Source: an optimization exercise on an open RTL-to-GDS flow (aim: small area, a short achievable clock period and few clock cycles). Production flows keep margins and buffers that such runs may drop. At most, simulation tests tie the RTL to the original design; equivalence was not proved. For runs 2 to 4, only the layout was checked, not whether the RTL still works.

==> flow/design.v (outline; a module is shown in full before it is edited, if it fits) <==
// module MulPP: 3025 lines
// module MulFin: 477 lines
// module RegisterFile: 20 lines
// module CPU: 204 lines
module CPU(input  logic        clk_i, rst_i,
           output logic [63:0] imem_addr_o,
           input  logic [31:0] imem_data_i,
           output logic        dmem_we_o, dmem_re_o,
           output logic [2:0]  dmem_funct3_o,
           output logic [63:0] dmem_addr_o, dmem_wdata_o,
           input  logic [63:0] dmem_rdata_i,
           output logic        wb_we_o,
           output logic [4:0]  wb_rd_o,
           output logic [63:0] wb_data_o);
  // ...
==> flow/flow/run.sh <==
#!/bin/bash
# The standard synthesis, then the standard layout (standard.sh) with these changes:
#  - the delay cells (clkdlybuf4s*, dlygate*, dlymetal*) are kept out of the layout steps,
#    so the port buffers and the resizer's buffers are plain buffers;
#  - the resizer's timing repair (after CTS and after global routing) works to a setup
#    margin, so that paths end well inside the clock period (the SDC is the standard flow's, unchanged).
set -euo pipefail
PLATFORM_DONT_USE="sky130_fd_sc_hd__probe_p_8 sky130_fd_sc_hd__probec_p_8 sky130_fd_sc_hd__lpflow_bleeder_1 sky130_fd_sc_hd__lpflow_clkbufkapwr_1 sky130_fd_sc_hd__lpflow_clkbufkapwr_16 sky130_fd_sc_hd__lpflow_clkbufkapwr_2 sky130_fd_sc_hd__lpflow_clkbufkapwr_4 sky130_fd_sc_hd__lpflow_clkbufkapwr_8 sky130_fd_sc_hd__lpflow_clkinvkapwr_1 sky130_fd_sc_hd__lpflow_clkinvkapwr_16 sky130_fd_sc_hd__lpflow_clkinvkapwr_2 sky130_fd_sc_hd__lpflow_clkinvkapwr_4 sky130_fd_sc_hd__lpflow_clkinvkapwr_8 sky130_fd_sc_hd__lpflow_decapkapwr_12 sky130_fd_sc_hd__lpflow_decapkapwr_3 sky130_fd_sc_hd__lpflow_decapkapwr_4 sky130_fd_sc_hd__lpflow_decapkapwr_6 sky130_fd_sc_hd__lpflow_decapkapwr_8 sky130_fd_sc_hd__lpflow_inputiso0n_1 sky130_fd_sc_hd__lpflow_inputiso0p_1 sky130_fd_sc_hd__lpflow_inputiso1n_1 sky130_fd_sc_hd__lpflow_inputiso1p_1 sky130_fd_sc_hd__lpflow_inputisolatch_1 sky130_fd_sc_hd__lpflow_isobufsrc_1 sky130_fd_sc_hd__lpflow_isobufsrc_16 sky130_fd_sc_hd__lpflow_isobufsrc_2 sky130_fd_sc_hd__lpflow_isobufsrc_4 sky130_fd_sc_hd__lpflow_isobufsrc_8 sky130_fd_sc_hd__lpflow_isobufsrckapwr_16 sky130_fd_sc_hd__lpflow_lsbuf_lh_hl_isowell_tap_1 sky130_fd_sc_hd__lpflow_lsbuf_lh_hl_isowell_tap_2 sky130_fd_sc_hd__lpflow_lsbuf_lh_hl_isowell_tap_4 sky130_fd_sc_hd__lpflow_lsbuf_lh_isowell_4 sky130_fd_sc_hd__lpflow_lsbuf_lh_isowell_tap_1 sky130_fd_sc_hd__lpflow_lsbuf_lh_isowell_tap_2 sky130_fd_sc_hd__lpflow_lsbuf_lh_isowell_tap_4"
EXTRA_DONT_USE="sky130_fd_sc_hd__clkdlybuf4s* sky130_fd_sc_hd__dlygate* sky130_fd_sc_hd__dlymetal*"
MARGIN=$(cat flow/margin.txt)
bash standard.sh synth > synth.log 2>&1
bash standard.sh "DONT_USE_CELLS=$PLATFORM_DONT_USE $EXTRA_DONT_USE" "SETUP_SLACK_MARGIN=$MARGIN" finish > layout.log 2>&1
==> flow/flow/margin.txt <==
10.5
==> flow/standard.sh <==
#!/bin/bash
# synth_recipe.tcl (not shown) runs the flow's synth.tcl, then flattens the netlist and writes it again
# the make line also repeats each setting of config.mk as NAME=value (left out here)
make -C /OpenROAD-flow-scripts/flow DESIGN_CONFIG=/design/flow/config.mk WORK_HOME=/design/flow/orfs CLKGATE_MAP_FILE= SYNTH_SCRIPT=/design/flow/synth_recipe.tcl "${@:-finish}"
==> flow/config.mk <==
export PLATFORM = sky130hd
export DESIGN_NAME = CPU
export DESIGN_NICKNAME = CPU
export VERILOG_FILES = /design/flow/design.v
export SDC_FILE = /design/flow/constraint.sdc
export NUM_CORES = 8
export LEC_CHECK = 0
export CAP_MARGIN = 20
export CORE_MARGIN = 2
export CORE_UTILIZATION = 40
export SLEW_MARGIN = 20
==> flow/constraint.sdc <==
create_clock -name core_clock -period 16.0 [get_ports {clk_i}]
set_input_delay 3.2000 -clock core_clock [delete_from_list [all_inputs] [get_ports {clk_i}]]
set_output_delay 3.2000 -clock core_clock [all_outputs]
set_load 0.01 [all_outputs]
==> impl_metrics.env, run 1 <==
export IMPL_cpPeakStageDelay_ps=560
export IMPL_grtUsageMet1_pct=46.80
export IMPL_clock_tree_root_cell="clkbuf_16"
export IMPL_nonClkBufAreaFrac_pct=3.280
export IMPL_status="complete, no violations"
export IMPL_largest_class="multi-input gates"
export IMPL_min_period_ps=5558
export IMPL_largest_register_ff_count=1984
export IMPL_grt_util_all_layers_pct=36.95
export IMPL_grt_max_degree=123
export IMPL_wl_mm=853.2
export IMPL_mostFrequentLayoutCells="edfxtp_1 (2,143), a22oi_1 (1,872), inv_1 (1,145)"
export IMPL_detail_route_antenna_nets=0
export IMPL_r2r_start="e_fb_w"
export IMPL_clock_cell_area_share_pct=5.765
export IMPL_drt_first_iter_violations=30950
export IMPL_synth_area_top_cells="edfxtp_1 (37%), dfxtp_1 (11%), fa_1 (10%)"
export IMPL_seq_share_pct=42.26
export IMPL_rows=242
export IMPL_ios=365
export IMPL_slew_viol_final=0
export IMPL_start_util_pct=40.24
export IMPL_regMostFlops="rf.regs"
export IMPL_n_antenna_cell=120
export IMPL_syn2layout_area_growth_pct=12.93
export IMPL_clock_sinks=3091
export IMPL_synth_fa_ha_area_share_pct=12.74
export IMPL_synth_common_cells="edfxtp_1 (2,143), a22oi_1 (1,872), inv_1 (1,151)"
export IMPL_fin_skew_ps=79.61
export IMPL_synthXorXnorAreaFrac_pct=6.827
export IMPL_avgRoutedWirePerCell_um=39.34
export IMPL_synth_cell_types=97
export IMPL_crit_required_ps=16890
export IMPL_startpoint="e_fb_w"
export IMPL_drc_errors=0
export IMPL_hold_ws_ps=331.7
Testbench counts, summed over its fixed seeds: cycles 45,035.
==> module RegisterFile, before the edit <==
module RegisterFile(input  logic        clk_i,
                    input  logic [31:1] we_i,
                    input  logic [63:0] wd_i,
                    input  logic [31:1] rs1_i, rs2_i,
                    output logic [63:0] rd1_o, rd2_o);
    logic [63:0] regs [1:31];
    always_ff @(posedge clk_i) begin
        for (int i = 1; i < 32; i++)
            if (we_i[i])
                regs[i] <= wd_i;
    end
    always_comb begin
        rd1_o = 64'd0;
        rd2_o = 64'd0;
        for (int i = 1; i < 32; i++) begin
            rd1_o = rd1_o | (regs[i] & {64{rs1_i[i]}});
            rd2_o = rd2_o | (regs[i] & {64{rs2_i[i]}});
        end
    end
endmodule
==> module CPU, before the edit <==
module CPU(input  logic        clk_i, rst_i,
           output logic [63:0] imem_addr_o,
           input  logic [31:0] imem_data_i,
           output logic        dmem_we_o, dmem_re_o,
           output logic [2:0]  dmem_funct3_o,
           output logic [63:0] dmem_addr_o, dmem_wdata_o,
           input  logic [63:0] dmem_rdata_i,
           output logic        wb_we_o,
           output logic [4:0]  wb_rd_o,
           output logic [63:0] wb_data_o);
    logic [13:2]  pc_lo;
    logic [63:14] pc_hi;
    logic [1:0]   pc_adj;         
    logic         d_v;
    logic [31:0]  d_ins;
    logic [31:1]  d_rs1oh, d_rs2oh;
    logic         d_pred;
    logic [13:2]  d_alt_lo;
    logic [1:0]   d_alt_adj;
    logic [63:14] d_pchi;
    logic         e_v;
    logic [63:0]  e_a, e_b, e_sd;
    logic         e_fa_m, e_fa_w, e_fb_m, e_fb_w, e_fs_m, e_fs_w;
    logic         e_sub, e_and, e_or, e_mul;
    logic         e_ld, e_st, e_br, e_wr;
    logic [4:0]   e_rd;
    logic [2:0]   e_f3;
    logic         e_beq, e_bne, e_blt, e_bge;
    logic         e_pred;
    logic [63:2]  e_alt;
    logic         m_wr, m_ld, m_mul, m_we, m_re;
    logic [4:0]   m_rd;
    logic [2:0]   m_f3;
    logic [63:0]  m_res, m_sd;
    logic         w_wr;
    logic [4:0]   w_rd;
    logic [31:1]  w_oh;
    logic [63:0]  w_data;
    logic [31:0] ins;
    assign ins = imem_data_i;
    assign imem_addr_o = {pc_hi, pc_lo, 2'b00};
    logic        f_immok, f_isbr, f_same, f_pred, f_busy;
    logic [13:2] f_off;           
    logic [14:2] f_seq, f_tgt;    
    logic [1:0]  f_seq_adj, f_tgt_adj;
    logic [31:1] f_rs1oh, f_rs2oh;
    assign f_busy  = pc_adj != 2'b00;
    assign f_immok = ins[1:0] == 2'b11;
    assign f_isbr  = ins[6:2] == 5'b11000;
    assign f_off   = f_immok ? {ins[31], ins[7], ins[30:25], ins[11:8]} : 12'b0;
    assign f_same  = ins[19:15] == ins[24:20];
    always_comb begin
        if (f_same)
            f_pred = (ins[14:12] == 3'b000) || (ins[14:12] == 3'b101) || (ins[14:12] == 3'b111);
        else
            f_pred = (f_off[13] || ins[14:12] == 3'b001 || ins[14:12] == 3'b101 || ins[14:12] == 3'b111)
                     && ins[14:13] != 2'b01;
        f_pred = f_pred && f_isbr && !(f_off == 12'd1);
    end
    assign f_seq     = {1'b0, pc_lo} + 13'd1;
    assign f_seq_adj = {1'b0, f_seq[14]};
    assign f_tgt     = {1'b0, pc_lo} + {1'b0, f_off};
    assign f_tgt_adj = f_off[13] ? {~f_tgt[14], 1'b0} : {1'b0, f_tgt[14]};
    always_comb begin
        for (int i = 1; i < 32; i++) begin
            f_rs1oh[i] = ins[19:15] == i[4:0];
            f_rs2oh[i] = ins[24:20] == i[4:0];
        end
    end
    logic [4:0]  d_op, d_rs1, d_rs2, d_rd;
    logic [2:0]  d_f3;
    logic [6:0]  d_f7;
    logic        d_immok, d_r, d_i, d_ld, d_st, d_br, d_alu, d_wr, d_use1, d_use2, d_useimm;
    logic [11:0] d_imm;
    logic [63:0] d_rf1, d_rf2, d_v1, d_v2;
    logic        d_byp1, d_byp2;
    logic        stall;
    assign d_op    = d_ins[6:2];
    assign d_rs1   = d_ins[19:15];
    assign d_rs2   = d_ins[24:20];
    assign d_rd    = d_ins[11:7];
    assign d_f3    = d_ins[14:12];
    assign d_f7    = d_ins[31:25];
    assign d_immok = d_ins[1:0] == 2'b11;
    assign d_r     = d_op == 5'b01100;
    assign d_i     = d_op == 5'b00100;
    assign d_ld    = d_op == 5'b00000;
    assign d_st    = d_op == 5'b01000;
    assign d_br    = d_op == 5'b11000 && !(d_immok && {d_ins[31], d_ins[7], d_ins[30:25], d_ins[11:8]} == 12'd1);
    assign d_alu   = d_r | d_i;
    assign d_wr    = (d_alu | d_ld) && d_rd != 5'd0;
    assign d_use1  = d_alu | d_ld | d_st | d_br;
    assign d_use2  = d_r | d_st | d_br;
    assign d_useimm = d_i | d_ld | d_st;
    assign d_imm   = !d_immok ? 12'd0 : d_st ? {d_ins[31:25], d_ins[11:7]} : d_ins[31:20];
    RegisterFile rf(.clk_i, .we_i(w_oh), .wd_i(w_data),
                    .rs1_i(d_rs1oh), .rs2_i(d_rs2oh), .rd1_o(d_rf1), .rd2_o(d_rf2));
    assign d_byp1 = |(w_oh & d_rs1oh);
    assign d_byp2 = |(w_oh & d_rs2oh);
    assign d_v1 = d_byp1 ? w_data : d_rf1;
    assign d_v2 = d_byp2 ? w_data : d_rf2;
    assign stall = d_v && e_v && e_wr && (e_ld || e_mul) &&
                   ((d_use1 && d_rs1 == e_rd) || (d_use2 && d_rs2 == e_rd));
    logic [63:0] x_a, x_b, x_s, x_sum, x_res, x_op2, x_ma, x_mb;
    logic        x_eq, x_ltu, x_taken, x_redir;
    assign x_a = e_fa_m ? m_res : e_fa_w ? w_data : e_a;
    assign x_b = e_fb_m ? m_res : e_fb_w ? w_data : e_b;
    assign x_s = e_fs_m ? m_res : e_fs_w ? w_data : e_sd;
    assign x_op2 = e_sub ? ~x_b : x_b;
    assign x_sum = x_a + x_op2 + {63'd0, e_sub};
    always_comb begin
        x_res = x_sum;
        if (e_and) x_res = x_a & x_b;
        if (e_or)  x_res = x_a | x_b;
    end
    assign x_eq  = x_a == x_s;
    assign x_ltu = x_a < x_s;
    assign x_taken = (e_beq & x_eq) | (e_bne & ~x_eq) | (e_blt & x_ltu) | (e_bge & ~x_ltu);
    assign x_redir = e_v && e_br && (x_taken != e_pred);
    assign x_ma = x_a & {64{e_mul}};
    assign x_mb = x_b & {64{e_mul}};
    logic [358:0] x_pp, m_pp;
    MulPP mul_pp(.a(x_ma), .b(x_mb), .pp(x_pp));
    logic [63:0] m_prod;
    MulFin mul_fin(.pp(m_pp), .p(m_prod));
    assign dmem_we_o     = m_we;
    assign dmem_re_o     = m_re;
    assign dmem_funct3_o = m_f3;
    assign dmem_addr_o   = m_res;
    assign dmem_wdata_o  = m_sd;
    assign wb_we_o   = w_wr;
    assign wb_rd_o   = w_rd;
    assign wb_data_o = w_data;
    always_ff @(posedge clk_i) begin
        if (rst_i) begin
            pc_lo  <= 12'd0;
            pc_hi  <= 50'd0;
            pc_adj <= 2'b00;
        end else if (x_redir) begin
            {pc_hi, pc_lo} <= e_alt;
            pc_adj <= 2'b00;
        end else if (f_busy) begin
            pc_hi  <= pc_adj[0] ? pc_hi + 50'd1 : pc_hi - 50'd1;
            pc_adj <= 2'b00;
        end else if (!stall) begin
            pc_lo  <= f_pred ? f_tgt[13:2] : f_seq[13:2];
            pc_adj <= f_pred ? f_tgt_adj : f_seq_adj;
        end
        if (rst_i || x_redir)
            d_v <= 1'b0;
        else if (!stall)
            d_v <= !f_busy;
        if (!stall) begin
            d_ins     <= ins;
            d_rs1oh   <= f_rs1oh;
            d_rs2oh   <= f_rs2oh;
            d_pred    <= f_pred;
            d_alt_lo  <= f_pred ? f_seq[13:2] : f_tgt[13:2];
            d_alt_adj <= f_pred ? f_seq_adj : f_tgt_adj;
            d_pchi    <= pc_hi;
        end
        e_v    <= !rst_i && !x_redir && d_v && !stall;
        e_a    <= d_v1;
        e_b    <= d_useimm ? {{52{d_imm[11]}}, d_imm} : d_v2;
        e_sd   <= d_v2;
        e_fa_m <= e_v && e_wr && e_rd == d_rs1;
        e_fa_w <= m_wr && m_rd == d_rs1;
        e_fb_m <= !d_useimm && e_v && e_wr && e_rd == d_rs2;
        e_fb_w <= !d_useimm && m_wr && m_rd == d_rs2;
        e_fs_m <= e_v && e_wr && e_rd == d_rs2;
        e_fs_w <= m_wr && m_rd == d_rs2;
        e_sub  <= d_alu && d_f7 == 7'b0100000 && d_f3 == 3'b000;
        e_and  <= d_alu && d_f7 == 7'b0000000 && d_f3 == 3'b111;
        e_or   <= d_alu && d_f7 == 7'b0000000 && d_f3 == 3'b110;
        e_mul  <= d_alu && d_f7 == 7'b0000001 && d_f3 == 3'b000;
        e_ld   <= d_ld;
        e_st   <= d_st;
        e_br   <= d_br;
        e_wr   <= d_wr;
        e_rd   <= d_rd;
        e_f3   <= d_f3;
        e_beq  <= d_f3 == 3'b000;
        e_bne  <= d_f3 == 3'b001;
        e_blt  <= d_f3 == 3'b100 || d_f3 == 3'b110;
        e_bge  <= d_f3 == 3'b101 || d_f3 == 3'b111;
        e_pred <= d_pred;
        e_alt  <= {d_alt_adj[0] ? d_pchi + 50'd1 : d_alt_adj[1] ? d_pchi - 50'd1 : d_pchi, d_alt_lo};
        m_wr  <= e_v && e_wr;
        m_we  <= e_v && e_st;
        m_re  <= e_v && e_ld;
        m_ld  <= e_ld;
        m_mul <= e_mul;
        m_rd  <= e_rd;
        m_f3  <= e_f3;
        m_res <= x_res;
        m_sd  <= x_s;
        m_pp  <= x_pp;
        w_wr   <= !rst_i && m_wr;
        w_rd   <= m_rd;
        for (int i = 1; i < 32; i++)
            w_oh[i] <= !rst_i && m_wr && m_rd == i[4:0];
        w_data <= m_ld ? dmem_rdata_i : m_mul ? m_prod : m_res;
    end
endmodule
==> inputs of run 2 (changes only) <==
--- a/flow/design.v
+++ b/flow/design.v
@@ -3502,25 +3502,17 @@
     wire [63:0] rb = {m470, m468, m466, m464, m462, m460, m458, m456, m454, m452, m450, m448, m446, m444, m442, m440, m438, m436, m434, m432, m430, m428, m426, m424, m422, m420, m418, m416, m414, m412, m410, m408, m406, m404, m402, m400, m398, m396, m394, m392, m390, m388, m386, m384, m382, m380, m378, m376, m374, m372, m370, m368, m366, m364, m362, m360, m358, m356, m354, m352, m350, pp[5], 1'b0, pp[1]};
     assign p = ra + rb;
 endmodule
-module RegisterFile(input  logic        clk_i,
-                    input  logic [31:1] we_i,
+module RegisterFile(input  logic        clk_i, we_i,
+                    input  logic [4:0]  wa_i, ra1_i, ra2_i,
                     input  logic [63:0] wd_i,
-                    input  logic [31:1] rs1_i, rs2_i,
                     output logic [63:0] rd1_o, rd2_o);
     logic [63:0] regs [1:31];
     always_ff @(posedge clk_i) begin
-        for (int i = 1; i < 32; i++)
-            if (we_i[i])
-                regs[i] <= wd_i;
-    end
-    always_comb begin
-        rd1_o = 64'd0;
-        rd2_o = 64'd0;
-        for (int i = 1; i < 32; i++) begin
-            rd1_o = rd1_o | (regs[i] & {64{rs1_i[i]}});
-            rd2_o = rd2_o | (regs[i] & {64{rs2_i[i]}});
-        end
+        if (we_i && wa_i != 5'd0)
+            regs[wa_i] <= wd_i;
     end
+    assign rd1_o = (ra1_i == 5'd0) ? 64'd0 : regs[ra1_i];
+    assign rd2_o = (ra2_i == 5'd0) ? 64'd0 : regs[ra2_i];
 endmodule
 module CPU(input  logic        clk_i, rst_i,
            output logic [63:0] imem_addr_o,
@@ -3532,43 +3524,36 @@
            output logic        wb_we_o,
            output logic [4:0]  wb_rd_o,
            output logic [63:0] wb_data_o);
-    logic [13:2]  pc_lo;
-    logic [63:14] pc_hi;
-    logic [1:0]   pc_adj;         
-    logic         d_v;
-    logic [31:0]  d_ins;
-    logic [31:1]  d_rs1oh, d_rs2oh;
-    logic         d_pred;
-    logic [13:2]  d_alt_lo;
-    logic [1:0]   d_alt_adj;
-    logic [63:14] d_pchi;
-    logic         e_v;
-    logic [63:0]  e_a, e_b, e_sd;
-    logic         e_fa_m, e_fa_w, e_fb_m, e_fb_w, e_fs_m, e_fs_w;
-    logic         e_sub, e_and, e_or, e_mul;
-    logic         e_ld, e_st, e_br, e_wr;
-    logic [4:0]   e_rd;
-    logic [2:0]   e_f3;
-    logic         e_beq, e_bne, e_blt, e_bge;
-    logic         e_pred;
-    logic [63:2]  e_alt;
-    logic         m_wr, m_ld, m_mul, m_we, m_re;
-    logic [4:0]   m_rd;
-    logic [2:0]   m_f3;
-    logic [63:0]  m_res, m_sd;
-    logic         w_wr;
-    logic [4:0]   w_rd;
-    logic [31:1]  w_oh;
-    logic [63:0]  w_data;
+    logic [63:2] pc_q;
+    logic        d_v;
+    logic [31:0] d_ins;
+    logic        d_pred;
+    logic [63:2] d_alt;
+    logic        e_v;
+    logic [63:0] e_a, e_b, e_sd;
+    logic        e_fa_m, e_fa_w, e_fb_m, e_fb_w, e_fs_m, e_fs_w;
+    logic        e_add, e_sub, e_and, e_or, e_mul;
+    logic        e_ld, e_st, e_br, e_wr;
+    logic [4:0]  e_rd;
+    logic [2:0]  e_f3;
+    logic        e_beq, e_bne, e_blt, e_bge;
+    logic        e_pred;
+    logic [63:2] e_alt;
+    logic        m_wr, m_ld, m_mul, m_we, m_re;
+    logic [4:0]  m_rd;
+    logic [2:0]  m_f3;
+    logic [63:0] m_res, m_sd;
+    logic        w_wr;
+    logic [4:0]  w_rd;
+    logic [63:0] w_data;
     logic [31:0] ins;
     assign ins = imem_data_i;
-    assign imem_addr_o = {pc_hi, pc_lo, 2'b00};
-    logic        f_immok, f_isbr, f_same, f_pred, f_busy;
+    assign imem_addr_o = {pc_q, 2'b00};
+    logic        f_immok, f_isbr, f_same, f_pred;
     logic [13:2] f_off;           
-    logic [14:2] f_seq, f_tgt;    
-    logic [1:0]  f_seq_adj, f_tgt_adj;
-    logic [31:1] f_rs1oh, f_rs2oh;
-    assign f_busy  = pc_adj != 2'b00;
+    logic [63:2] f_seq, f_tgt;
+    logic [14:2] f_lo;
+    logic [63:14] f_hi, f_hi_p1, f_hi_m1;
     assign f_immok = ins[1:0] == 2'b11;
     assign f_isbr  = ins[6:2] == 5'b11000;
     assign f_off   = f_immok ? {ins[31], ins[7], ins[30:25], ins[11:8]} : 12'b0;
@@ -3581,23 +3566,19 @@
                      && ins[14:13] != 2'b01;
         f_pred = f_pred && f_isbr && !(f_off == 12'd1);
     end
-    assign f_seq     = {1'b0, pc_lo} + 13'd1;
-    assign f_seq_adj = {1'b0, f_seq[14]};
-    assign f_tgt     = {1'b0, pc_lo} + {1'b0, f_off};
-    assign f_tgt_adj = f_off[13] ? {~f_tgt[14], 1'b0} : {1'b0, f_tgt[14]};
-    always_comb begin
-        for (int i = 1; i < 32; i++) begin
-            f_rs1oh[i] = ins[19:15] == i[4:0];
-            f_rs2oh[i] = ins[24:20] == i[4:0];
-        end
-    end
+    assign f_seq   = pc_q + 62'd1;
+    assign f_hi    = pc_q[63:14];
+    assign f_hi_p1 = pc_q[63:14] + 50'd1;
+    assign f_hi_m1 = pc_q[63:14] - 50'd1;
+    assign f_lo    = {1'b0, pc_q[13:2]} + {1'b0, f_off};
+    assign f_tgt[13:2]  = f_lo[13:2];
+    assign f_tgt[63:14] = f_off[13] ? (f_lo[14] ? f_hi : f_hi_m1) : (f_lo[14] ? f_hi_p1 : f_hi);
     logic [4:0]  d_op, d_rs1, d_rs2, d_rd;
     logic [2:0]  d_f3;
     logic [6:0]  d_f7;
-    logic        d_immok, d_r, d_i, d_ld, d_st, d_br, d_alu, d_wr, d_use1, d_use2, d_useimm;
+    logic        d_immok, d_r, d_i, d_ld, d_st, d_br, d_alu, d_wr, d_use1, d_use2;
     logic [11:0] d_imm;
     logic [63:0] d_rf1, d_rf2, d_v1, d_v2;
-    logic        d_byp1, d_byp2;
     logic        stall;
     assign d_op    = d_ins[6:2];
     assign d_rs1   = d_ins[19:15];
@@ -3615,18 +3596,16 @@
     assign d_wr    = (d_alu | d_ld) && d_rd != 5'd0;
     assign d_use1  = d_alu | d_ld | d_st | d_br;
     assign d_use2  = d_r | d_st | d_br;
-    assign d_useimm = d_i | d_ld | d_st;
     assign d_imm   = !d_immok ? 12'd0 : d_st ? {d_ins[31:25], d_ins[11:7]} : d_ins[31:20];
-    RegisterFile rf(.clk_i, .we_i(w_oh), .wd_i(w_data),
-                    .rs1_i(d_rs1oh), .rs2_i(d_rs2oh), .rd1_o(d_rf1), .rd2_o(d_rf2));
-    assign d_byp1 = |(w_oh & d_rs1oh);
-    assign d_byp2 = |(w_oh & d_rs2oh);
-    assign d_v1 = d_byp1 ? w_data : d_rf1;
-    assign d_v2 = d_byp2 ? w_data : d_rf2;
+    RegisterFile rf(.clk_i, .we_i(w_wr), .wa_i(w_rd), .wd_i(w_data),
+                    .ra1_i(d_rs1), .ra2_i(d_rs2), .rd1_o(d_rf1), .rd2_o(d_rf2));
+    assign d_v1 = (w_wr && w_rd == d_rs1) ? w_data : d_rf1;
+    assign d_v2 = (w_wr && w_rd == d_rs2) ? w_data : d_rf2;
     assign stall = d_v && e_v && e_wr && (e_ld || e_mul) &&
                    ((d_use1 && d_rs1 == e_rd) || (d_use2 && d_rs2 == e_rd));
-    logic [63:0] x_a, x_b, x_s, x_sum, x_res, x_op2, x_ma, x_mb;
+    logic [63:0] x_a, x_b, x_s, x_sum, x_res;
     logic        x_eq, x_ltu, x_taken, x_redir;
+    logic [63:0] x_op2;
     assign x_a = e_fa_m ? m_res : e_fa_w ? w_data : e_a;
     assign x_b = e_fb_m ? m_res : e_fb_w ? w_data : e_b;
     assign x_s = e_fs_m ? m_res : e_fs_w ? w_data : e_sd;
@@ -3641,10 +3620,8 @@
     assign x_ltu = x_a < x_s;
     assign x_taken = (e_beq & x_eq) | (e_bne & ~x_eq) | (e_blt & x_ltu) | (e_bge & ~x_ltu);
     assign x_redir = e_v && e_br && (x_taken != e_pred);
-    assign x_ma = x_a & {64{e_mul}};
-    assign x_mb = x_b & {64{e_mul}};
     logic [358:0] x_pp, m_pp;
-    MulPP mul_pp(.a(x_ma), .b(x_mb), .pp(x_pp));
+    MulPP mul_pp(.a(x_a), .b(x_b), .pp(x_pp));
     logic [63:0] m_prod;
     MulFin mul_fin(.pp(m_pp), .p(m_prod));
     assign dmem_we_o     = m_we;
@@ -3656,59 +3633,47 @@
     assign wb_rd_o   = w_rd;
     assign wb_data_o = w_data;
     always_ff @(posedge clk_i) begin
-        if (rst_i) begin
-            pc_lo  <= 12'd0;
-            pc_hi  <= 50'd0;
-            pc_adj <= 2'b00;
-        end else if (x_redir) begin
-            {pc_hi, pc_lo} <= e_alt;
-            pc_adj <= 2'b00;
-        end else if (f_busy) begin
-            pc_hi  <= pc_adj[0] ? pc_hi + 50'd1 : pc_hi - 50'd1;
-            pc_adj <= 2'b00;
-        end else if (!stall) begin
-            pc_lo  <= f_pred ? f_tgt[13:2] : f_seq[13:2];
-            pc_adj <= f_pred ? f_tgt_adj : f_seq_adj;
-        end
+        if (rst_i)
+            pc_q <= 62'd0;
+        else if (x_redir)
+            pc_q <= e_alt;
+        else if (!stall)
+            pc_q <= f_pred ? f_tgt : f_seq;
         if (rst_i || x_redir)
             d_v <= 1'b0;
         else if (!stall)
-            d_v <= !f_busy;
+            d_v <= 1'b1;
         if (!stall) begin
-            d_ins     <= ins;
-            d_rs1oh   <= f_rs1oh;
-            d_rs2oh   <= f_rs2oh;
-            d_pred    <= f_pred;
-            d_alt_lo  <= f_pred ? f_seq[13:2] : f_tgt[13:2];
-            d_alt_adj <= f_pred ? f_seq_adj : f_tgt_adj;
-            d_pchi    <= pc_hi;
+            d_ins  <= ins;
+            d_pred <= f_pred;
+            d_alt  <= f_pred ? f_seq : f_tgt;
         end
-        e_v    <= !rst_i && !x_redir && d_v && !stall;
-        e_a    <= d_v1;
-        e_b    <= d_useimm ? {{52{d_imm[11]}}, d_imm} : d_v2;
-        e_sd   <= d_v2;
+        e_v   <= !rst_i && !x_redir && d_v && !stall;
+        e_a   <= d_v1;
+        e_b   <= (d_i | d_ld | d_st) ? {{52{d_imm[11]}}, d_imm} : d_v2;
+        e_sd  <= d_v2;
         e_fa_m <= e_v && e_wr && e_rd == d_rs1;
         e_fa_w <= m_wr && m_rd == d_rs1;
-        e_fb_m <= !d_useimm && e_v && e_wr && e_rd == d_rs2;
-        e_fb_w <= !d_useimm && m_wr && m_rd == d_rs2;
+        e_fb_m <= !(d_i | d_ld | d_st) && e_v && e_wr && e_rd == d_rs2;
+        e_fb_w <= !(d_i | d_ld | d_st) && m_wr && m_rd == d_rs2;
         e_fs_m <= e_v && e_wr && e_rd == d_rs2;
         e_fs_w <= m_wr && m_rd == d_rs2;
-        e_sub  <= d_alu && d_f7 == 7'b0100000 && d_f3 == 3'b000;
-        e_and  <= d_alu && d_f7 == 7'b0000000 && d_f3 == 3'b111;
-        e_or   <= d_alu && d_f7 == 7'b0000000 && d_f3 == 3'b110;
-        e_mul  <= d_alu && d_f7 == 7'b0000001 && d_f3 == 3'b000;
-        e_ld   <= d_ld;
-        e_st   <= d_st;
-        e_br   <= d_br;
-        e_wr   <= d_wr;
-        e_rd   <= d_rd;
-        e_f3   <= d_f3;
-        e_beq  <= d_f3 == 3'b000;
-        e_bne  <= d_f3 == 3'b001;
-        e_blt  <= d_f3 == 3'b100 || d_f3 == 3'b110;
-        e_bge  <= d_f3 == 3'b101 || d_f3 == 3'b111;
+        e_sub <= d_alu && d_f7 == 7'b0100000 && d_f3 == 3'b000;
+        e_and <= d_alu && d_f7 == 7'b0000000 && d_f3 == 3'b111;
+        e_or  <= d_alu && d_f7 == 7'b0000000 && d_f3 == 3'b110;
+        e_mul <= d_alu && d_f7 == 7'b0000001 && d_f3 == 3'b000;
+        e_ld  <= d_ld;
+        e_st  <= d_st;
+        e_br  <= d_br;
+        e_wr  <= d_wr;
+        e_rd  <= d_rd;
+        e_f3  <= d_f3;
+        e_beq <= d_f3 == 3'b000;
+        e_bne <= d_f3 == 3'b001;
+        e_blt <= d_f3 == 3'b100 || d_f3 == 3'b110;
+        e_bge <= d_f3 == 3'b101 || d_f3 == 3'b111;
         e_pred <= d_pred;
-        e_alt  <= {d_alt_adj[0] ? d_pchi + 50'd1 : d_alt_adj[1] ? d_pchi - 50'd1 : d_pchi, d_alt_lo};
+        e_alt  <= d_alt;
         m_wr  <= e_v && e_wr;
         m_we  <= e_v && e_st;
         m_re  <= e_v && e_ld;
@@ -3721,8 +3686,6 @@
         m_pp  <= x_pp;
         w_wr   <= !rst_i && m_wr;
         w_rd   <= m_rd;
-        for (int i = 1; i < 32; i++)
-            w_oh[i] <= !rst_i && m_wr && m_rd == i[4:0];
         w_data <= m_ld ? dmem_rdata_i : m_mul ? m_prod : m_res;
     end
 endmodule
==> flow/run.sh (new file) <==
#!/bin/bash
# synth_recipe.tcl (not shown) runs the flow's synth.tcl, then flattens the netlist and writes it again
# the make line also repeats each setting of config.mk as NAME=value (left out here)
make -C /OpenROAD-flow-scripts/flow DESIGN_CONFIG=/design/flow/config.mk WORK_HOME=/design/flow/orfs CLKGATE_MAP_FILE= SYNTH_SCRIPT=/design/flow/synth_recipe.tcl finish
removed: flow/flow/run.sh
removed: flow/flow/margin.txt
removed: flow/standard.sh
==> run 2 against run 1 <==
First-iteration DRC count shrank 38%. Wire length decreased by 14%. Core utilization decreased by 0.23 points. Synthesized cell count is 9.1% lower. Final area grew 2.5%. Critical path type unchanged. Critical endpoint is now m_pp[358].
==> impl_metrics.env, run 2 <==
export IMPL_worst_r2r_path_depth=23
export IMPL_dr_pass1_iters=10
export IMPL_final_common_cell="edfxtp_1"
export IMPL_grt_pass1_vias=126800
export IMPL_cp_start_kind="register"
export IMPL_core_um2=448500
export IMPL_netlist_instances=14020
export IMPL_cp_max_fo=37
export IMPL_slew_headroom_pct=8.288
export IMPL_end_kind="register"
export IMPL_clock_tree_root_cell="clkbuf_16"
export IMPL_post_cts_resized=0
export IMPL_fin_skew_ps=117.2
export IMPL_fin_nets=15330
export IMPL_fmax_ghz=0.1282
export IMPL_wl_mm=732.7
export IMPL_grt_pass1_wl_mm=1010
export IMPL_slew_viol_final=0
export IMPL_max_cap_violations=0
export IMPL_synth_common_cells="edfxtp_1 (2,079), mux4_2 (1,152), inv_1 (1,094)"
export IMPL_place_gp_congestion=1.009
export IMPL_synth_area_per_cell_um2=12.83
export IMPL_synth_edf_count=2079
export IMPL_synth_top_area_share_pct=34.71
export IMPL_grt_max_degree=142
export IMPL_rows=246
export IMPL_fin_crit_sh_pct=48.74
export IMPL_clock_sinks=3004
export IMPL_drc_errors=0
export IMPL_path_clk_slew_ps=70
export IMPL_portBuffers=362
export IMPL_routed_via_density=6.346
export IMPL_detail_route_antenna_nets=0
export IMPL_mostFrequentLayoutCells="edfxtp_1 (2,079), mux4_2 (1,152), inv_1 (1,087)"
export IMPL_hold_start="d_alt[45]"
export IMPL_grt_util_all_layers_pct=31.63
export IMPL_synth_area_top_cells="edfxtp_1 (35%), mux4_2 (14%), dfxtp_1 (10%)"
export IMPL_cts_htree_levels=5
export IMPL_avgRoutedWirePerCell_um=36.00
export IMPL_cts_tree="yes"
export IMPL_syn2layout_area_growth_pct=12.73
export IMPL_yosysMostFrequentCell="edfxtp_1"
export IMPL_yosysSeqAreaShare_pct=45.01
export IMPL_post_cts_buffers=0
export IMPL_die_area_um2=455000
export IMPL_r2r_start="w_data[1]"
export IMPL_worstPathArrival_ps=8690
export IMPL_synth_area_um2=179800
export IMPL_min_period_ps=7798
export IMPL_timing_rr_end="m_pp[358]"
export IMPL_die_y_um=674.5
export IMPL_largest_register_ff_count=1984
export IMPL_antenna_found_initial=77
export IMPL_vias=129200
export IMPL_hold_violations=0
export IMPL_hold_ws_ps=299.1
export IMPL_drive_gt1_share_pct=16.38
export IMPL_fill_cells=40100
export IMPL_finalNonFillerCells=20360
export IMPL_dp_cells=19640
export IMPL_yosysWarnings=2
export IMPL_cts_hold_buf=0
export IMPL_crit_required_ps=16890
export IMPL_worstMarginPinSlew_ps=1361
export IMPL_yosysTopAreaCell="edfxtp_1"
export IMPL_grt_overflow=0
export IMPL_drt_first_iter_violations=19330
export IMPL_synth_flop_cell="edfxtp_1"
export IMPL_synth_cell_types=93
export IMPL_rsz0062_at_grt="false"
export IMPL_dieWidth_um=674.5
export IMPL_setup_viol=0
export IMPL_regMostFlops="rf.regs"
export IMPL_async_flop_share_pct=0
export IMPL_clk_latency_ps=1030
export IMPL_fin_ws_ps=8202
export IMPL_setup_tns_final_ps=0
export IMPL_cts_buffer_depth=4
export IMPL_start_util_pct=40.10
export IMPL_reg_largest_list="rf.regs (1984), m_pp (359)"
export IMPL_status="complete, no violations"
export IMPL_hold_class="register to register"
export IMPL_min_path_cells=0
export IMPL_ios=365
export IMPL_hold_end="e_alt[45]"
export IMPL_ys_seq_elements=3004
export IMPL_reg2reg_slack_ps=8200
export IMPL_critPathKind="register to register"
export IMPL_pre_cts_ws_ps=7383
export IMPL_cts_buffers=343
export IMPL_dp_hpwl_mm=463.2
## run 2: changes by cell type in the layout (fill, tap and decap cells not counted), moves of 98 or more
| cell | previous run | this run |
|---|---|---|
| a21oi_1 | 229 | 395 |
| a221oi_1 | 393 | 6 |
| a222oi_1 | 130 | 0 |
| a22o_1 | 413 | 6 |
| a22oi_1 | 1872 | 908 |
| buf_1 | 473 | 0 |
| buf_2 | 235 | 2 |
| buf_4 | 182 | 424 |
| clkdlybuf4s50_1 | 0 | 361 |
| mux2i_1 | 306 | 503 |
| mux4_2 | 0 | 1152 |
| nand3_1 | 422 | 198 |
| nand4_1 | 262 | 62 |
| nor2_1 | 318 | 416 |
## run 2: worst max-delay path by stage
stage	slack, ps	cells after the start	from	to
3_3_place_gp	7290	19	imem_data_i[0]	pc_q[40]
5_1_grt	7850	20	e_fa_m	pc_q[9]
2_1_floorplan	9210	20	imem_data_i[0]	pc_q[40]
4_1_cts	8400	19	imem_data_i[1]	pc_q[58]
6_report	8200	23	w_data[1]	m_pp[358]
3_5_place_dp	7380	19	imem_data_i[1]	pc_q[40]
## run 2: cells by family (layout without fill, tap and decap cells)
group / count (synthesis) / count (layout) / synth area share, %
compound gates: 2524 / 2524 / 9.262
flops: 3004 / 3004 / 45.01
mux: 1660 / 1660 / 17.26
fa+ha+maj: 1194 / 1194 / 12.06
buf+inv: 2250 / 2546 / 4.739
other cells: 1 / 87 / 0.002085
xor+xnor: 1394 / 1394 / 6.789
simple gates: 1994 / 1994 / 4.889
## run 2: final cells by class
class                           instances  area [um2]  area share, %
Antenna cell                           85       212.7         0.1049
Clock buffer                          433        9092          4.485
Clock inverter                        196        2225          1.097
Inverter                             1112        4180          2.062
Multi-Input combinational cell       8768       91410          45.08
Sequential cell                      3004       81030          39.97
Tap cell                             5952        7447          3.673
Timing Repair Buffer                  805        7158          3.530
## run 2: layer usage
metal	global-route usage, %	wire length [um]	up-vias
li1	-	-	51400
met3	9.376	89800	2520
met5	0.3295	329	-
met4	21.85	61890	22
met2	47.06	318900	9447
met1	39.66	261900	65780
## run 2: metrics by stage
| step | area (um2) | utilization, % |
|---|---|---|
| global route | 202700 | 45.20 |
| finish | 202800 | 45.21 |
| global placement | 191200 | 42.63 |
| CTS | 202500 | 45.15 |
| detailed placement | 191200 | 42.63 |
| floorplan | 179900 | - |
## run 2: worst max-delay path, cell delays in order (launching register included)
cell and delay (ps):
dfxtp_1 290, buf_4 260, mux2i_1 300, o21a_1 870, clkinv_2 790, or3_1 560
nand2_2 660, buf_4 550, a22oi_1 190, xor2_1 190, fa_1 550, inv_1 80
fa_1 410, xnor2_1 210, xnor2_1 160, xnor2_1 160, xnor2_1 110, xnor2_1 270
xnor2_1 130, xnor2_1 240, xnor2_1 170, xnor2_1 160, xnor2_1 150, xnor2_1 140
==> inputs of run 3 (changes only) <==
--- a/flow/config.mk
+++ b/flow/config.mk
@@ -5,7 +5,7 @@
 export SDC_FILE = /design/flow/constraint.sdc
 export NUM_CORES = 8
 export LEC_CHECK = 0
-export CAP_MARGIN = 20
+export CAP_MARGIN = 60
 export CORE_MARGIN = 2
 export CORE_UTILIZATION = 40
-export SLEW_MARGIN = 20
+export SLEW_MARGIN = 60
==> run 3 against run 2 <==
Critical path depth stayed put. First-iteration DRC count grew 0.80%. Sequential share of layout area is 0.88 points lower. Still clean on timing, DRC and antenna. Wire length up 0.13%. Global-route usage barely moved. Largest cell class unchanged. Clock skew decreased by 25 ps. Fmax rose by 2.3%.
==> impl_metrics.env, run 3 <==
export IMPL_status="complete, no violations"
export IMPL_vias=129900
export IMPL_crit_required_ps=16930
export IMPL_ios=365
export IMPL_yosysWarnings=2
export IMPL_reg_largest_list="rf.regs (1984), m_pp (359)"
export IMPL_cts_htree_levels=5
export IMPL_worstMarginPinSlew_ps=684.7
export IMPL_mostFrequentLayoutCells="edfxtp_1 (2,079), mux4_2 (1,152), inv_1 (1,086)"
export IMPL_detail_route_antenna_nets=0
export IMPL_crit_top_cell="o21ai_0"
export IMPL_path_clk_slew_ps=60
export IMPL_grt_max_degree=86
export IMPL_place_gp_congestion=1.009
export IMPL_synth_area_um2=179800
export IMPL_synth_cell_types=93
export IMPL_yosysSeqAreaShare_pct=45.01
export IMPL_grt_overflow=0
export IMPL_slew_headroom_pct=53.45
export IMPL_min_period_ps=7620
export IMPL_critPathKind="input pin to register"
export IMPL_portBuffers=362
export IMPL_antenna_found_initial=76
export IMPL_rows=246
export IMPL_drt_first_iter_violations=19480
export IMPL_post_cts_resized=0
export IMPL_largest_register_ff_count=1984
export IMPL_synth_top_area_share_pct=34.71
export IMPL_synth_area_per_cell_um2=12.83
export IMPL_die_y_um=674.5
export IMPL_die_area_um2=455000
export IMPL_avgRoutedWirePerCell_um=35.85
export IMPL_final_util_pct=46.24
export IMPL_synth_area_top_cells="edfxtp_1 (35%), mux4_2 (14%), dfxtp_1 (10%)"
export IMPL_clk_latency_ps=1020
export IMPL_drive_gt1_share_pct=18.38
export IMPL_routed_via_density=6.344
export IMPL_pre_cts_ws_ps=7608
export IMPL_dp_hpwl_mm=476.0
export IMPL_slew_viol_final=0
export IMPL_dr_pass1_iters=9
export IMPL_crit_chain="clkdlybuf4s50_1 -> nand3_1 -> inv_1 -> ha_1 -> inv_1 -> fa_1 -> nor2b_1 -> o21ai_0 -> a21oi_1 -> o21ai_0 -> a21oi_1 -> o21ai_0 -> o211ai_1 -> buf_2 -> buf_2 -> clkdlybuf4s15_2 -> buf_1 -> nand4_1 -> o21ai_0 -> a31oi_1 -> nor2_1 -> xnor2_1 -> a211oi_1"
export IMPL_fin_skew_ps=92.41
export IMPL_fin_crit_sh_pct=47.63
export IMPL_clock_sinks=3004
export IMPL_async_flop_share_pct=0
export IMPL_synth_edf_count=2079
export IMPL_wl_mm=733.7
export IMPL_cp_max_fo=13
export IMPL_setup_tns_final_ps=0
export IMPL_setup_viol=0
export IMPL_hold_violations=0
export IMPL_rsz0062_at_grt="false"
export IMPL_syn2layout_area_growth_pct=15.31
export IMPL_regMostFlops="rf.regs"
export IMPL_cpPeakStageDelay_ps=790
export IMPL_drc_errors=0
export IMPL_clock_tree_root_cell="clkbuf_16"
export IMPL_fin_ws_ps=8380
export IMPL_post_cts_buffers=0
export IMPL_fin_nets=15430
export IMPL_fmax_ghz=0.1312
export IMPL_cts_hold_buf=0
export IMPL_end_kind="register"
export IMPL_yosysTopAreaCell="edfxtp_1"
export IMPL_cp_start_kind="input pin"
export IMPL_ys_seq_elements=3004
export IMPL_worstPathArrival_ps=8550
export IMPL_start_util_pct=40.10
export IMPL_cts_buffers=343
export IMPL_synth_flop_cell="edfxtp_1"
export IMPL_max_cap_violations=0
export IMPL_critPathSlowestCell="clkdlybuf4s50_1"
export IMPL_grt_util_all_layers_pct=31.65
export IMPL_final_common_cell="edfxtp_1"
export IMPL_grt_pass1_vias=127700
export IMPL_synth_common_cells="edfxtp_1 (2,079), mux4_2 (1,152), inv_1 (1,094)"
export IMPL_netlist_instances=14020
export IMPL_grt_pass1_wl_mm=1011
export IMPL_fill_cells=39560
export IMPL_cts_tree="yes"
export IMPL_hold_class="register to register"
export IMPL_cts_buffer_depth=4
export IMPL_yosysMostFrequentCell="edfxtp_1"
export IMPL_dieWidth_um=674.5
export IMPL_core_um2=448500
[run 3: cells by family after synthesis]
group                      after synthesis  share of synthesized area (%)
and+or+nand+nor                       1994                          4.889
AOI/OAI and AO/OA                     2524                          9.262
xor gates and xnor gates              1394                          6.789
other                                    1                       0.002085
DFF                                   3004                          45.01
adders and majority gates             1194                          12.06
muxes                                 1660                          17.26
buffers and inverters                 2250                          4.739
[run 3: final cells by class]
type,instances,area (um2),area share [%]
multi-input cells,8768,92590,44.65
flip-flops and latches,3004,81050,39.09
repair buffers,908,10170,4.906
clock buffers,437,9169,4.421
well taps,5952,7447,3.591
inverters,1112,4213,2.031
clock inverters,189,2479,1.195
diodes,98,245.2,0.1183
[run 3: worst paths after layout]
| path | from | end | slack [ps] | cells past startpoint |
|---|---|---|---|---|
| max reg2reg | e_fb_w | m_pp[358] | 8850 | 24 |
| max | imem_data_i[0] | pc_q[59] | 8380 | 23 |
| min reg2reg | d_alt[45] | e_alt[45] | 310 | 0 |
| min | d_alt[45] | e_alt[45] | 310 | 0 |
[run 3: metal layers]
layer / routed length, um / vias up / track usage [%]
met5: 455 / - / 0.4145
met4: 62370 / 18 / 21.92
met3: 89140 / 2635 / 9.761
met2: 319600 / 9414 / 46.98
met1: 262200 / 66140 / 39.50
li1: - / 51650 / -
[run 3: through the flow]
step | hold slack, ps | area [um2] | instances
after floorplan | 309.6 | 179900 | 14020
after global placement | 312.2 | 191200 | 19640
after detailed placement | 312.1 | 194900 | 19730
after CTS | 312.0 | 206600 | 20360
after global routing | 320.1 | 207300 | 20450
final | 312.8 | 207400 | 20470
[run 3: critical path: cells and delay by family]
| kind | cells | cell delay, ps |
|---|---|---|
| buffers and inverters | 7 | 1790 |
| AO/OA/AOI/OAI | 9 | 2030 |
| XOR/XNOR | 1 | 80 |
| adder cells (fa/ha/maj) | 2 | 580 |
| AND/OR/NAND/NOR | 4 | 860 |
==> inputs of run 4 (changes only) <==
==> flow/flow/run.sh (new file) <==
#!/bin/bash
# Standard synthesis and layout (the standard.sh), with one change: the delay cells
# (clkdlybuf4s*, dlygate*, dlymetal*) are kept out of the layout steps, so the port
# buffers and the resizer's buffers are plain buffers.
set -euo pipefail
PLATFORM_DONT_USE="sky130_fd_sc_hd__probe_p_8 sky130_fd_sc_hd__probec_p_8 sky130_fd_sc_hd__lpflow_bleeder_1 sky130_fd_sc_hd__lpflow_clkbufkapwr_1 sky130_fd_sc_hd__lpflow_clkbufkapwr_16 sky130_fd_sc_hd__lpflow_clkbufkapwr_2 sky130_fd_sc_hd__lpflow_clkbufkapwr_4 sky130_fd_sc_hd__lpflow_clkbufkapwr_8 sky130_fd_sc_hd__lpflow_clkinvkapwr_1 sky130_fd_sc_hd__lpflow_clkinvkapwr_16 sky130_fd_sc_hd__lpflow_clkinvkapwr_2 sky130_fd_sc_hd__lpflow_clkinvkapwr_4 sky130_fd_sc_hd__lpflow_clkinvkapwr_8 sky130_fd_sc_hd__lpflow_decapkapwr_12 sky130_fd_sc_hd__lpflow_decapkapwr_3 sky130_fd_sc_hd__lpflow_decapkapwr_4 sky130_fd_sc_hd__lpflow_decapkapwr_6 sky130_fd_sc_hd__lpflow_decapkapwr_8 sky130_fd_sc_hd__lpflow_inputiso0n_1 sky130_fd_sc_hd__lpflow_inputiso0p_1 sky130_fd_sc_hd__lpflow_inputiso1n_1 sky130_fd_sc_hd__lpflow_inputiso1p_1 sky130_fd_sc_hd__lpflow_inputisolatch_1 sky130_fd_sc_hd__lpflow_isobufsrc_1 sky130_fd_sc_hd__lpflow_isobufsrc_16 sky130_fd_sc_hd__lpflow_isobufsrc_2 sky130_fd_sc_hd__lpflow_isobufsrc_4 sky130_fd_sc_hd__lpflow_isobufsrc_8 sky130_fd_sc_hd__lpflow_isobufsrckapwr_16 sky130_fd_sc_hd__lpflow_lsbuf_lh_hl_isowell_tap_1 sky130_fd_sc_hd__lpflow_lsbuf_lh_hl_isowell_tap_2 sky130_fd_sc_hd__lpflow_lsbuf_lh_hl_isowell_tap_4 sky130_fd_sc_hd__lpflow_lsbuf_lh_isowell_4 sky130_fd_sc_hd__lpflow_lsbuf_lh_isowell_tap_1 sky130_fd_sc_hd__lpflow_lsbuf_lh_isowell_tap_2 sky130_fd_sc_hd__lpflow_lsbuf_lh_isowell_tap_4"
EXTRA_DONT_USE="sky130_fd_sc_hd__clkdlybuf4s* sky130_fd_sc_hd__dlygate* sky130_fd_sc_hd__dlymetal*"
bash standard.sh synth > synth.log 2>&1
bash standard.sh "DONT_USE_CELLS=$PLATFORM_DONT_USE $EXTRA_DONT_USE" finish > layout.log 2>&1
==> flow/standard.sh (new file) <==
#!/bin/bash
# synth_recipe.tcl (not shown) runs the flow's synth.tcl, then flattens the netlist and writes it again
# the make line also repeats each setting of config.mk as NAME=value (left out here)
make -C /OpenROAD-flow-scripts/flow DESIGN_CONFIG=/design/flow/config.mk WORK_HOME=/design/flow/orfs CLKGATE_MAP_FILE= SYNTH_SCRIPT=/design/flow/synth_recipe.tcl "${@:-finish}"
--- a/flow/config.mk
+++ b/flow/config.mk
@@ -5,7 +5,7 @@
 export SDC_FILE = /design/flow/constraint.sdc
 export NUM_CORES = 8
 export LEC_CHECK = 0
-export CAP_MARGIN = 60
+export CAP_MARGIN = 20
 export CORE_MARGIN = 2
 export CORE_UTILIZATION = 40
-export SLEW_MARGIN = 60
+export SLEW_MARGIN = 20
removed: flow/run.sh
==> run 4 against run 3 <==
Clock-buffer cell count shrank 3. Die area unchanged. Largest cell class unchanged.
==> impl_metrics.env, run 4 <==
export IMPL_status="complete, no violations"
export IMPL_setup_viol=0
export IMPL_min_path_cells=0
export IMPL_dr_pass1_iters=6
export IMPL_synth_cell_types=93
export IMPL_min_period_ps=8295
export IMPL_pre_cts_ws_ps=7758
export IMPL_die_y_um=674.5
export IMPL_crit_chain="buf_2 -> buf_2 -> mux2i_1 -> o21ai_4 -> ha_1 -> a21oi_1 -> nor2b_1 -> o21ai_0 -> nand2b_1 -> a21oi_1 -> o21ai_0 -> o21bai_1 -> nor4b_2 -> mux2i_1 -> nand2_1 -> mux2_2 -> buf_2 -> mux2i_1 -> nor2_1"
export IMPL_grt_pass1_vias=123900
export IMPL_clk_latency_ps=990
export IMPL_regMostFlops="rf.regs"
export IMPL_cts_tree="yes"
export IMPL_die_area_um2=455000
export IMPL_mostFrequentLayoutCells="edfxtp_1 (2,079), mux4_2 (1,152), inv_1 (1,088)"
export IMPL_synth_area_um2=179800
export IMPL_critPathSlowestCell="mux2_2"
export IMPL_yosysWarnings=2
export IMPL_grt_util_all_layers_pct=30.74
export IMPL_post_cts_resized=0
export IMPL_drt_first_iter_violations=18120
export IMPL_place_area_um2=187900
export IMPL_start_util_pct=40.10
export IMPL_worst_path_stages=19
export IMPL_place_gp_congestion=1.047
export IMPL_cp_num_buf_inv=3
export IMPL_path_clk_slew_ps=60
export IMPL_synth_edf_count=2079
export IMPL_rows=246
export IMPL_netlist_instances=14020
export IMPL_portBuffers=362
export IMPL_grt_max_degree=117
export IMPL_wl_mm=713.3
export IMPL_async_flop_share_pct=0
export IMPL_slew_viol_final=0
export IMPL_ys_seq_elements=3004
export IMPL_antenna_found_initial=88
export IMPL_vias=127200
export IMPL_synth_flop_cell="edfxtp_1"
export IMPL_largest_register_ff_count=1984
export IMPL_worst_r2r_path_depth=19
export IMPL_end_kind="register"
export IMPL_cp_start_kind="register"
export IMPL_routed_via_density=6.247
export IMPL_post_cts_buffers=0
export IMPL_avgRoutedWirePerCell_um=35.03
export IMPL_cp_top_family="buffers and inverters"
export IMPL_yosysTopAreaCell="edfxtp_1"
export IMPL_drc_errors=0
export IMPL_setup_tns_final_ps=0
export IMPL_yosysSeqAreaShare_pct=45.01
export IMPL_synth_area_per_cell_um2=12.83
export IMPL_grt_overflow=0
export IMPL_fmax_ghz=0.1205
export IMPL_hold_class="register to register"
export IMPL_hold_violations=0
export IMPL_final_common_cell="edfxtp_1"
export IMPL_crit_required_ps=16770
export IMPL_synth_common_cells="edfxtp_1 (2,079), mux4_2 (1,152), inv_1 (1,094)"
export IMPL_reg_largest_list="rf.regs (1984), m_pp (359)"
export IMPL_dieWidth_um=674.5
export IMPL_cpPeakStageDelay_ps=940
export IMPL_worstMarginPinSlew_ps=1345
export IMPL_syn2layout_area_growth_pct=10.83
export IMPL_detail_route_antenna_nets=0
export IMPL_critPathKind="register to register"
export IMPL_core_um2=448500
export IMPL_cts_buffer_depth=4
export IMPL_fin_crit_sh_pct=51.85
export IMPL_grt_pass1_wl_mm=985.0
export IMPL_dp_hpwl_mm=485.9
export IMPL_cts_htree_levels=5
export IMPL_cts_buffers=328
export IMPL_fin_ws_ps=7705
export IMPL_yosysMostFrequentCell="edfxtp_1"
export IMPL_fin_skew_ps=96.40
export IMPL_worstPathArrival_ps=9070
export IMPL_cts_hold_buf=0
export IMPL_fin_nets=15320
export IMPL_cp_max_fo=46
export IMPL_rsz0062_at_grt="false"
export IMPL_slew_headroom_pct=9.716
export IMPL_max_cap_violations=0
export IMPL_drive_gt1_share_pct=15.77
export IMPL_design_area_um2=199300
export IMPL_synth_area_top_cells="edfxtp_1 (35%), mux4_2 (14%), dfxtp_1 (10%)"
export IMPL_clock_tree_root_cell="clkbuf_16"
export IMPL_synth_top_area_share_pct=34.71
export IMPL_ios=365
export IMPL_clock_sinks=3004
[run 4: cell counts after synthesis]
Identical to the previous run, type by type.
[run 4: cell families (layout without fill, tap and decap cells)]
group                    after synthesis  in the layout  synth area share, %
AO/OA/AOI/OAI                       2524           2524                9.262
XOR/XNOR                            1394           1394                6.789
adder cells (fa/ha/maj)             1194           1194                12.06
buffers and inverters               2250           2519                4.739
flip-flops                          3004           3004                45.01
multiplexers                        1660           1660                17.26
other                                  1            119             0.002085
AND/OR/NAND/NOR                     1994           1994                4.889
[run 4: path summary, 6_finish.rpt]
path | from | end | slack, ps
worst max-delay path | e_fa_w | pc_q[15] | 7700
worst min-delay path | d_alt[24] | e_alt[24] | 260
worst max register to register | e_fa_w | pc_q[15] | 7700
worst min register to register | d_alt[24] | e_alt[24] | 260
[run 4: area by class of cell]
cell class                      instances  area (um2)
Multi-Input combinational cell       8768       91420
Clock buffer                          434        9179
Tap cell                             5952        7447
Antenna cell                          117       292.8
Fill cell                           40400      249100
Inverter                             1112        4179
Timing Repair Buffer                  809        3970
Sequential cell                      3004       81030
Clock inverter                        164        1812
[run 4: per-layer routing]
layer / routed length, um / track usage, % / vias to the layer above
met1: 259300 / 38.88 / 65530
li1: - / - / 51420
met2: 315200 / 46.26 / 8462
met5: 120 / 0 / -
met3: 83270 / 8.729 / 1754
met4: 55360 / 19.98 / 18
[run 4: per-stage QoR]
step           cells  utilization (%)  hold slack (ps)
6_report       20360            44.45            261.0
5_1_grt        20340            44.44            298.5
4_1_cts        20240            44.36            281.7
3_5_place_dp   19650            41.91            318.2
3_3_place_gp   19640            41.89            313.6
2_1_floorplan  14020                -            309.6

==> port drivers added, routing unchanged <==
The flow's constraints put no driver on any port. The routed layouts listed below were extracted and timed again, unchanged, in two steps.
Step 1 assumes that a clkbuf_16 drives the clock port and a buf_2 every other input.
Step 2 times the ports against the registers' clock, not the clock port: input delays grow and output delays shrink by t, the midpoint of the rising clock arrivals with the driver on.
Three values: ideal, step 1, step 2; two values: the first two.
| run | t, ns | slack for setup (ns) | slew at the worst register clock pin (ns) |
|---|---|---|---|
| run 1 | 1.096 | 10.442 / 10.389 / 9.689 | 0.07 / 0.07 |
| run 2 | 1.089 | 8.202 / 8.202 / 7.206 | 0.07 / 0.07 |
| run 3 | 1.102 | 8.380 / 8.482 / 7.380 | 0.07 / 0.07 |
| run 4 | 1.067 | 7.705 / 7.705 / 7.583 | 0.08 / 0.08 |
After both steps every run listed still meets setup and hold. For run 3, which loses most, drivers alone change the setup slack by +0.102 ns; drivers and shift together by -1.000 ns.
